From an optimization exercise on the open Yosys and OpenROAD flow, aimed at small area; shortcuts taken in it are not production practice.
In this exercise RTL edits were held to simulation tests only and were not proved equivalent to the original.
The flow treats the clock pin as an ideal source, which a real chip does not have.
No activity file was given, so power comes from the tool's default toggle rates.

$ cat flow/post_cts.tcl
# POST_CTS hook: upsize the clock tree's leaf buffers (clkbuf_4 from CTS)
# whose flip-flop clock pins see a slew above a threshold to clkbuf_8, then
# legalize the placement again.
set thr [expr {[info exists ::env(CLK_UPSIZE_PS)] ? $::env(CLK_UPSIZE_PS) : 100}]
set block [ord::get_db_block]
set big [[ord::get_db] findMaster sky130_fd_sc_hd__clkbuf_8]
estimate_parasitics -placement
set n 0
foreach inst [$block getInsts] {
  if {[[$inst getMaster] getName] ne "sky130_fd_sc_hd__clkbuf_4"} { continue }
  set out [[$inst findITerm X] getNet]
  set worst 0
  foreach it [$out getITerms] {
    if {[$it getInst] == $inst} { continue }
    if {[[$it getMTerm] getName] ne "CLK"} { continue }
    set pin [get_pins [[$it getInst] getName]/CLK]
    foreach p {slew_max_rise slew_max_fall} {
      set s [expr {1000.0 * [get_property $pin $p]}]
      if {$s > $worst} { set worst $s }
    }
  }
  puts "clock leaf [$inst getName]: worst flip-flop clock slew $worst ps"
  if {$worst > $thr} {
    $inst swapMaster $big
    incr n
  }
}
puts "upsized $n clock buffers to clkbuf_8"
if {$n > 0} {
  detailed_placement
  check_placement -verbose
  estimate_parasitics -placement
}
$ cat design.v
module spi_verilog
#( parameter CLK_FREQ    = 100000000,
   parameter WORD_LENGTH =        32,
   parameter SPICLK_FREQ =  25000000
)
( input wire clk,
  input wire reset,
  output wire cs,
  output reg  mosi_1,
  input  wire miso_1,
  output reg  mosi_2,
  input  wire miso_2,
  output wire sclk,
  input  wire data_in_v,
  output wire ready_out,
  output wire data_out_v,
  input  wire [WORD_LENGTH-1:0] data_in_1,
  input  wire [WORD_LENGTH-1:0] data_in_2,
  output wire [WORD_LENGTH-1:0] data_out_1,
  output wire [WORD_LENGTH-1:0] data_out_2
);
localparam [5:0] ST_WAIT = 6'd63, ST_LAST = 6'd32, ST_END = 6'd34, ST_IDLE = 6'd35;
reg [1:0] ph;
reg [5:0] st;
wire step   = !ph[1] && ph[0];
wire tail   = st[5] && !st[4] && st[1];                  
wire ready  = tail && (st[0] || !ph[0]);
wire bits   = !st[5];                                    
wire wait_s = st[5] && st[4];                           
wire load   = ready;                                     
wire shift  = step && (bits || wait_s);
wire hold   = !(load || shift);
wire       capture = ready && data_in_v;
wire       st_inc  = (step && !ready) || (tail && !st[0] && !ph[0]);
wire [5:0] st_nxt  = (st + {5'd0, st_inc}) | {6{capture}};
always @(posedge clk) begin
    if (reset) begin
        ph <= 2'b00;
        st <= ST_END;
    end else begin
        ph <= {ph[0], !ph[1]};
        st <= st_nxt;
        if (shift && st != 6'd31) begin
            mosi_1 <= sr_1[WORD_LENGTH-1];
            mosi_2 <= sr_2[WORD_LENGTH-1];
        end
    end
end
reg  [WORD_LENGTH-1:0] srn_1, srn_2;
wire [WORD_LENGTH-1:0] sr_1 = ~srn_1;
wire [WORD_LENGTH-1:0] sr_2 = ~srn_2;
wire [WORD_LENGTH-1:0] nxt_1, nxt_2;
spi_lane_sel #(.W(WORD_LENGTH)) u_sel_1 (.load(load), .shift(shift), .hold(hold),
    .d(data_in_1), .p({sr_1[WORD_LENGTH-2:0], miso_1}), .o(sr_1), .yn(nxt_1));
spi_lane_sel #(.W(WORD_LENGTH)) u_sel_2 (.load(load), .shift(shift), .hold(hold),
    .d(data_in_2), .p({sr_2[WORD_LENGTH-2:0], miso_2}), .o(sr_2), .yn(nxt_2));
always @(posedge clk) begin
    srn_1 <= nxt_1;
    srn_2 <= nxt_2;
end
wire last   = st[5] && !st[1] && !st[0];                 
wire cs_low = bits || (last && ph[1]);
assign cs         = !cs_low;
assign sclk       = bits && !ph[1];
assign ready_out  = ready;
assign data_out_v = tail && !st[0] && !ph[0];
assign data_out_1 = sr_1;
assign data_out_2 = sr_2;
endmodule
module spi_lane_sel #(parameter W = 32)
( input  wire load, shift, hold,
  input  wire [W-1:0] d, p, o,
  output wire [W-1:0] yn
);
assign yn = ~(({W{load}} & d) | ({W{shift}} & p) | ({W{hold}} & o));
endmodule
$ cat config.mk
export PLATFORM = sky130hd
export DESIGN_NAME = spi_verilog
export DESIGN_NICKNAME = spi_verilog
export VERILOG_FILES = /design/flow/design.v
export SDC_FILE = /design/flow/constraint.sdc
export NUM_CORES = 4
export LEC_CHECK = 0
export CAP_MARGIN = 20
export CORE_MARGIN = 2
export CORE_UTILIZATION = 40
export PLACE_DENSITY = 0.6
export SLEW_MARGIN = 20
export SYNTH_HIERARCHICAL = 1
export SYNTH_MINIMUM_KEEP_SIZE = 0
$ cat flow/run.sh
#!/bin/bash
# Layout flow: the standard ORFS flow (standard.sh, unchanged synthesis),
# with these choices passed to make:
#  - port buffers use the smallest buffer cell (buf_1) instead of the default;
#  - the clock tree is built from clkbuf_4 without dummy loads, and a
#    POST_CTS hook (flow/post_cts.tcl) upsizes to clkbuf_8 the leaf buffers
#    whose flip-flop clock pins would see more than 100 ps of slew.
# make's full output goes to flow_make.log; ORFS writes each step's own log
# under orfs/logs/.
set -euo pipefail
here=$(pwd)
bash standard.sh \
  "BUFFER_PORTS_ARGS=-buffer_cell sky130_fd_sc_hd__buf_1" \
  "CTS_ARGS=-sink_clustering_enable -repair_clock_nets -root_buf sky130_fd_sc_hd__clkbuf_4 -buf_list sky130_fd_sc_hd__clkbuf_4 -dont_use_dummy_load" \
  "POST_CTS_TCL=$here/flow/post_cts.tcl" \
  finish > flow_make.log 2>&1
$ cat standard.sh
#!/bin/bash
# synth_recipe.tcl (not shown) runs the flow's synth.tcl, then flattens the netlist and writes it again
# the make line also repeats each setting of config.mk as NAME=value (left out here)
make -C /OpenROAD-flow-scripts/flow DESIGN_CONFIG=/design/flow/config.mk WORK_HOME=/design/flow/orfs CLKGATE_MAP_FILE= SYNTH_SCRIPT=/design/flow/synth_recipe.tcl "${@:-finish}"
$ cat constraint.sdc
create_clock -name core_clock -period 10.0 [get_ports {clk}]
set_input_delay 2.0000 -clock core_clock [delete_from_list [all_inputs] [get_ports {clk}]]
set_output_delay 2.0000 -clock core_clock [all_outputs]
set_load 0.01 [all_outputs]
==> flow_summary.ini, run 1 <==
[hold_path]
hold_path_startpoint = srn_1[8]$_DFF_P_
hp-class = register to register
whs_endpoint = srn_1[9]$_DFF_P_
hold_depth = 2

[synthesis]
synthXorXnorAreaFrac_pct = 0.935
yosys.area_share.simple_pct = 5.30
syn_area_sq_um = 2810
seq_area_frac_synth_pct = 53.4
synth.top_cell.area_share_pct = 51.3
synth-compound-area-share_pct = 24.9
synth.distinct_cells = 30
synth-seq-cells = 74
synthMuxAreaShare_pct = 0
yosysMostFrequentCell = dfxtp_1
yosys.area.top_type = dfxtp_1
synthAdderAreaFrac_pct = 0.890
synth_ff_type = dfxtp_1
yosys-top-cells-area = dfxtp_1 (51%), a222oi_1 (23%), inv_1 (8.5%)
synth_top_family_by_area = compound AO/OA/AOI/OAI gates
synth.net_count = 328
syn_avg_cell_area_sq_um = 10.9
synthArstFlopShare_pct = 0
yosysWarnings = 7
synth_edf_count = 2
synthCells = 257
yosys-top-cells-count = dfxtp_1 (72), a222oi_1 (64), inv_1 (64)

[critical_path]
crit_fanout = 67
r2r_cells = 9
worstSetupPathType = register to output pin
reg2reg_slack_ns = 7.46
r2r_end = st[4]$_SDFF_PP0_
end_kind = output pin
rr_startpoint = st[5]$_SDFF_PP1_
critPathRequiredTime_ns = 8.00
cp-start-kind = register
worst_ep_arrival_time_ns = 2.08

[pwr]
power.switching_mw = 0.431
p_leak_nw = 1.48
combPwrFrac_pct = 44.3
peakVddDrop_uv = 128
power_density_nw_per_um2 = 316
p_sw_share_pct = 40.1
p_clk_share_pct = 12.5
p_int_mw = 0.642
p_total_mw = 1.07
seqPwrFrac_pct = 43.2

[timing]
fin_tns_setup_ns = 0
rsz0062_at_grt = no
setup_viol = 0
relSlewSlack_pct = 55.0
worstMarginPinSlew_ns = 0.675
period_minus_slack_ns = 4.08
period_share_pct = 40.8
fmax_mhz = 245
slew_viol_final = 0
finClkSkew_ns = 0.0220
hold_viol = 0

[floorplanning]
core_sq_um = 6790
start_util_pct = 41.4
dieArea_sq_um = 7710
num_io_pins = 139
row_count = 30
die_h_um = 87.8
fp.dieW_um = 87.8

[place]
gp_congestion = 0.783
dpl-instance-area_sq_um = 3320
portBuffers = 138
hpwl_mm = 4.50

[global_route]
grt-ovfl-total = 0
grt_pass1_vias = 2188
grt_pass1_wl_mm = 9.89
grt_use_total_pct = 16.5
grt_max_degree = 68
antenna_found_initial = 0

[run_status]
status = complete, no violations

[cells_and_area]
final_nets = 461
fin_area_sq_um = 3400
syn_to_final_growth_pct = 20.9
drive_gt1_share_pct = 6.19
utilization_pct = 50.0
n_fill_cell = 688
antenna_cells = 0

[clock_tree]
cts_tree = yes
clkLatencyLatePin_ns = 0.38
cts.clk_slew.worst_paths_ns = 0.09
cts_sinks = 74

[routing]
routed-via-count = 2585
routed_wl_mm = 6.73
vias_per_cell = 5.34
drcViolationCount = 0
wire_per_inst_um = 13.9
ant_nets = 0
drt-initial-drc-count = 361
first_pass_iters = 9

[flow_run]
drv_cap = 0
==> power by group through the flow <==
stage / Clock, mW / Combinational [mW] / Sequential, mW
after floorplan: 0 / 0.344 / 0.462
after global placement: 0 / 0.473 / 0.467
after detailed placement: 0 / 0.476 / 0.470
after global routing: 0.155 / 0.528 / 0.475
final: 0.134 / 0.476 / 0.464
==> per-layer routing <==
layer | vias up | track usage [%] | wire length, um | part of all wire (%)
met4 | 0 | 9.09 | 155 | 2.3
met5 | - | 0 | 0 | 0
li1 | 1242 | - | - | -
met1 | 1214 | 20.6 | 2950 | 44
met2 | 116 | 26.3 | 3120 | 46
met3 | 13 | 3.68 | 497 | 7.4
==> state kept, by name, indices dropped and copies added, names as in the netlist <==
name and count:
st 6, srn_2 32, ph 2, mosi_2 1
mosi_1 1, srn_1 32
==> cell type report <==
cell class	instances	area (sq um)	area share, %
Clock buffer	9	80.1	2.36
Inverter	64	240	7.07
Multi-Input combinational cell	100	916	27.0
Sequential cell	74	1500	44.2
Tap cell	96	120	3.53
Timing Repair Buffer	141	541	15.9
==> placed cells by master (no fill, tap or decap) <==
| cell type | count |
|---|---|
| inv_1 | 64 |
| a222oi_1 | 64 |
| xnor2_1 | 1 |
| nor2b_2 | 1 |
| and4b_4 | 1 |
| nand3_1 | 1 |
| nand3_2 | 1 |
| or3_1 | 1 |
| nor2_1 | 6 |
| and3_2 | 2 |
| buf_1 | 138 |
| nand2b_4 | 1 |
| o21bai_1 | 1 |
| nor4_1 | 1 |
| a21boi_1 | 1 |
| ha_1 | 2 |
| nor2_4 | 2 |
| buf_4 | 3 |
| clkbuf_8 | 2 |
| nand2_2 | 1 |
| xor2_1 | 2 |
| nor2b_1 | 1 |
| nand2b_1 | 1 |
| dfxtp_1 | 72 |
| a21oi_1 | 1 |
| o21ai_0 | 1 |
| nand4b_1 | 2 |
| a21oi_2 | 3 |
| a211o_1 | 1 |
| edfxtp_1 | 2 |
| nand2_1 | 1 |
| clkbuf_4 | 7 |
==> critical path, stage by stage, from the launching register on <==
cell	delay, ns
dfxtp_1	0.41
nor2b_2	0.28
and3_2	0.21
buf_4	0.52
buf_1	0.21
==> through the flow <==
stage	hold slack [ns]	setup slack (ns)	instances
after floorplan	0.421	7.08	257
after global placement	0.464	6.38	475
after detailed placement	0.475	6.38	475
after global routing	0.511	5.80	484
final	0.494	5.92	484
==> how the worst max path moves through the flow <==
stage,start,to,slack [ns],cells after the start
floorplan,reset,mosi_1$_DFFE_PP_,7.08,2
global placement,st[5]$_SDFF_PP1_,ready_out,6.38,4
detailed placement,st[5]$_SDFF_PP1_,ready_out,6.38,4
global route,st[5]$_SDFF_PP1_,ready_out,5.80,4
finish,st[5]$_SDFF_PP1_,ready_out,5.92,4
==> cell families (layout without fill, tap and decap cells) <==
logic type / after synthesis / after routing
adder cells (fa/ha/maj): 2 / 2
XOR/XNOR: 3 / 3
AND/OR/NAND/NOR: 23 / 23
flip-flops: 74 / 74
buffers and inverters: 83 / 214
AO/OA/AOI/OAI: 72 / 72
==> inputs of run 2 (changes only) <==
--- a/config.mk
+++ b/config.mk
@@ -8,6 +8,8 @@
 export CAP_MARGIN = 20
 export CORE_MARGIN = 2
 export CORE_UTILIZATION = 40
+export GPL_ROUTABILITY_DRIVEN = 0
+export GPL_TIMING_DRIVEN = 0
 export PLACE_DENSITY = 0.6
 export SLEW_MARGIN = 20
 export SYNTH_HIERARCHICAL = 1
==> flow_summary.ini, run 2 <==
[cells_and_area]
top_regs = srn_1: 32 flops, srn_2: 32 flops, st: 6 flops
final_common_cell = buf_1
utilization_pct = 52.1
n_fill_cell = 698
drive_gt1_share_pct = 9.43
antenna_cells = 0
final_nets = 476
most-common-layout-cells = buf_1 (137), dfxtp_1 (72), inv_1 (64), a222oi_1 (64), buf_6 (12)
syn_to_final_growth_pct = 25.9

[global_route]
grt_max_degree = 14
grt_pass1_vias = 2193
grt_pass1_wl_mm = 10.2
antenna_found_initial = 0
grt_use_total_pct = 16.9
grt-ovfl-total = 0

[synthesis]
yosysWarnings = 7
synth.net_count = 328
synth_edf_count = 2
yosysMostFrequentCell = dfxtp_1
synth.top_cell.area_share_pct = 51.3
yosys-top-cells-area = dfxtp_1 (51%), a222oi_1 (23%), inv_1 (8.5%)
synthArstFlopShare_pct = 0
syn_area_sq_um = 2810
synthCells = 257
synth_ff_type = dfxtp_1
seq_area_frac_synth_pct = 53.4
syn_avg_cell_area_sq_um = 10.9
yosys-top-cells-count = dfxtp_1 (72), a222oi_1 (64), inv_1 (64)
synth.distinct_cells = 30
yosys.area.top_type = dfxtp_1
synth-seq-cells = 74

[timing]
worstMarginPinSlew_ns = 0.711
period_minus_slack_ns = 3.75
fmax_mhz = 266
rsz0062_at_grt = no
fin_tns_setup_ns = 0
setup_viol = 0
finClkSkew_ns = 0.0240
relSlewSlack_pct = 52.6
period_share_pct = 37.5
hold_viol = 0
slew_viol_final = 0

[routing]
routed_wl_mm = 6.93
routed-via-count = 2593
ant_nets = 0
drt-initial-drc-count = 406
vias_per_cell = 5.20
first_pass_iters = 8
wire_per_inst_um = 13.9
drcViolationCount = 0

[place]
hpwl_mm = 5.01
portBuffers = 137

[critical_path]
end_kind = output pin
critPathRequiredTime_ns = 8.00
cp-start-kind = register
worstSetupPathType = register to output pin
crit_fanout = 13
worst_ep_arrival_time_ns = 1.75
reg2reg_slack_ns = 7.77
r2r_cells = 8

[pwr]
p_leak_nw = 1.56
power_density_nw_per_um2 = 313
peakVddDrop_uv = 116
p_total_mw = 1.11

[hold_path]
hold_depth = 1
hp-class = register to register

[floorplanning]
num_io_pins = 139
die_h_um = 87.8
start_util_pct = 41.4
core_sq_um = 6790
row_count = 30
fp.dieW_um = 87.8
dieArea_sq_um = 7710

[clock_tree]
cts_tree = yes
cts_sinks = 74
clkLatencyLatePin_ns = 0.39
cts.clk_slew.worst_paths_ns = 0.09

[run_status]
status = complete, no violations

[flow_run]
drv_cap = 0
run 2: cells by family (layout without fill, tap and decap cells):
group,count (synthesis),in the layout,synth area share (%)
xor gates and xnor gates,3,3,0.935
and+or+nand+nor,23,23,5.30
buffers and inverters,83,229,14.6
AOI/OAI and AO/OA,72,72,24.9
adders and majority gates,2,2,0.890
DFF,74,74,53.4
run 2: final cells by class:
cell class | count | area, sq um | share of cell area (%)
inverter | 64 | 240 | 6.78
timing repair buffer | 137 | 514 | 14.5
tap | 96 | 120 | 3.39
clock buffer | 9 | 92.6 | 2.61
buffer | 19 | 169 | 4.77
sequential | 74 | 1500 | 42.4
multi-input combinational | 100 | 903 | 25.5
run 2: stage by stage:
stage | worst slack (ns) | instance area [sq um] | std cells | hold slack, ns
finish | 6.25 | 3540 | 499 | 0.470
global placement | 6.72 | 3450 | 490 | 0.445
floorplan | 7.08 | 2810 | 257 | 0.421
detailed placement | 6.69 | 3450 | 490 | 0.457
global route | 6.11 | 3540 | 499 | 0.506
run 2: routing by layer:
metal / global-route usage (%) / vias to the layer above / share of wire, %
li1: - / 1267 / -
met1: 22.8 / 1213 / 45
met2: 25.9 / 104 / 46
met3: 3.58 / 9 / 6.5
met4: 8.11 / 0 / 1.8
met5: 0 / - / 0
run 2: power by group:
| part | switching [mW] | total (mW) | internal [mW] |
|---|---|---|---|
| Clock | 0.0878 | 0.147 | 0.0588 |
| Sequential | 0.0351 | 0.462 | 0.427 |
| Combinational | 0.315 | 0.501 | 0.186 |
| Total | 0.438 | 1.11 | 0.672 |
run 2: path summary, 6_finish.rpt:
check	from	to
worst max-delay path	st[5]$_SDFF_PP1_	ready_out
worst min-delay path	ph[1]$_SDFF_PP0_	ph[0]$_SDFF_PP0_
worst max register to register	st[5]$_SDFF_PP1_	st[4]$_SDFF_PP0_
worst min register to register	ph[1]$_SDFF_PP0_	ph[0]$_SDFF_PP0_
run 2: worst max-delay path, stage by stage (launching register included):
cell and delay [ns]:
dfxtp_1 0.44, nor2b_2 0.27, and3_2 0.45, buf_1 0.20

==> re-timing with driven ports <==
Ports are ideal in the flow. The routed layouts listed here were re-timed in OpenROAD. Step 1 assumes that a clkbuf_16 drives the clock port and a buf_2 every other input. Step 2 also shifts input and output timing later by t, the mid clock arrival at the registers, as if the neighbouring blocks saw the same clock. a / b / c = ideal ports / drivers / drivers and shift; a / b = the first two.
run | t, ns | setup WS [ns] | latest minus earliest clock arrival (ns)
run 1 | 0.399 | 5.921 / 5.893 / 6.293 | 0.026 / 0.025
run 2 | 0.405 | 6.246 / 6.219 / 6.624 | 0.027 / 0.028
After both steps every run listed still meets setup and hold.
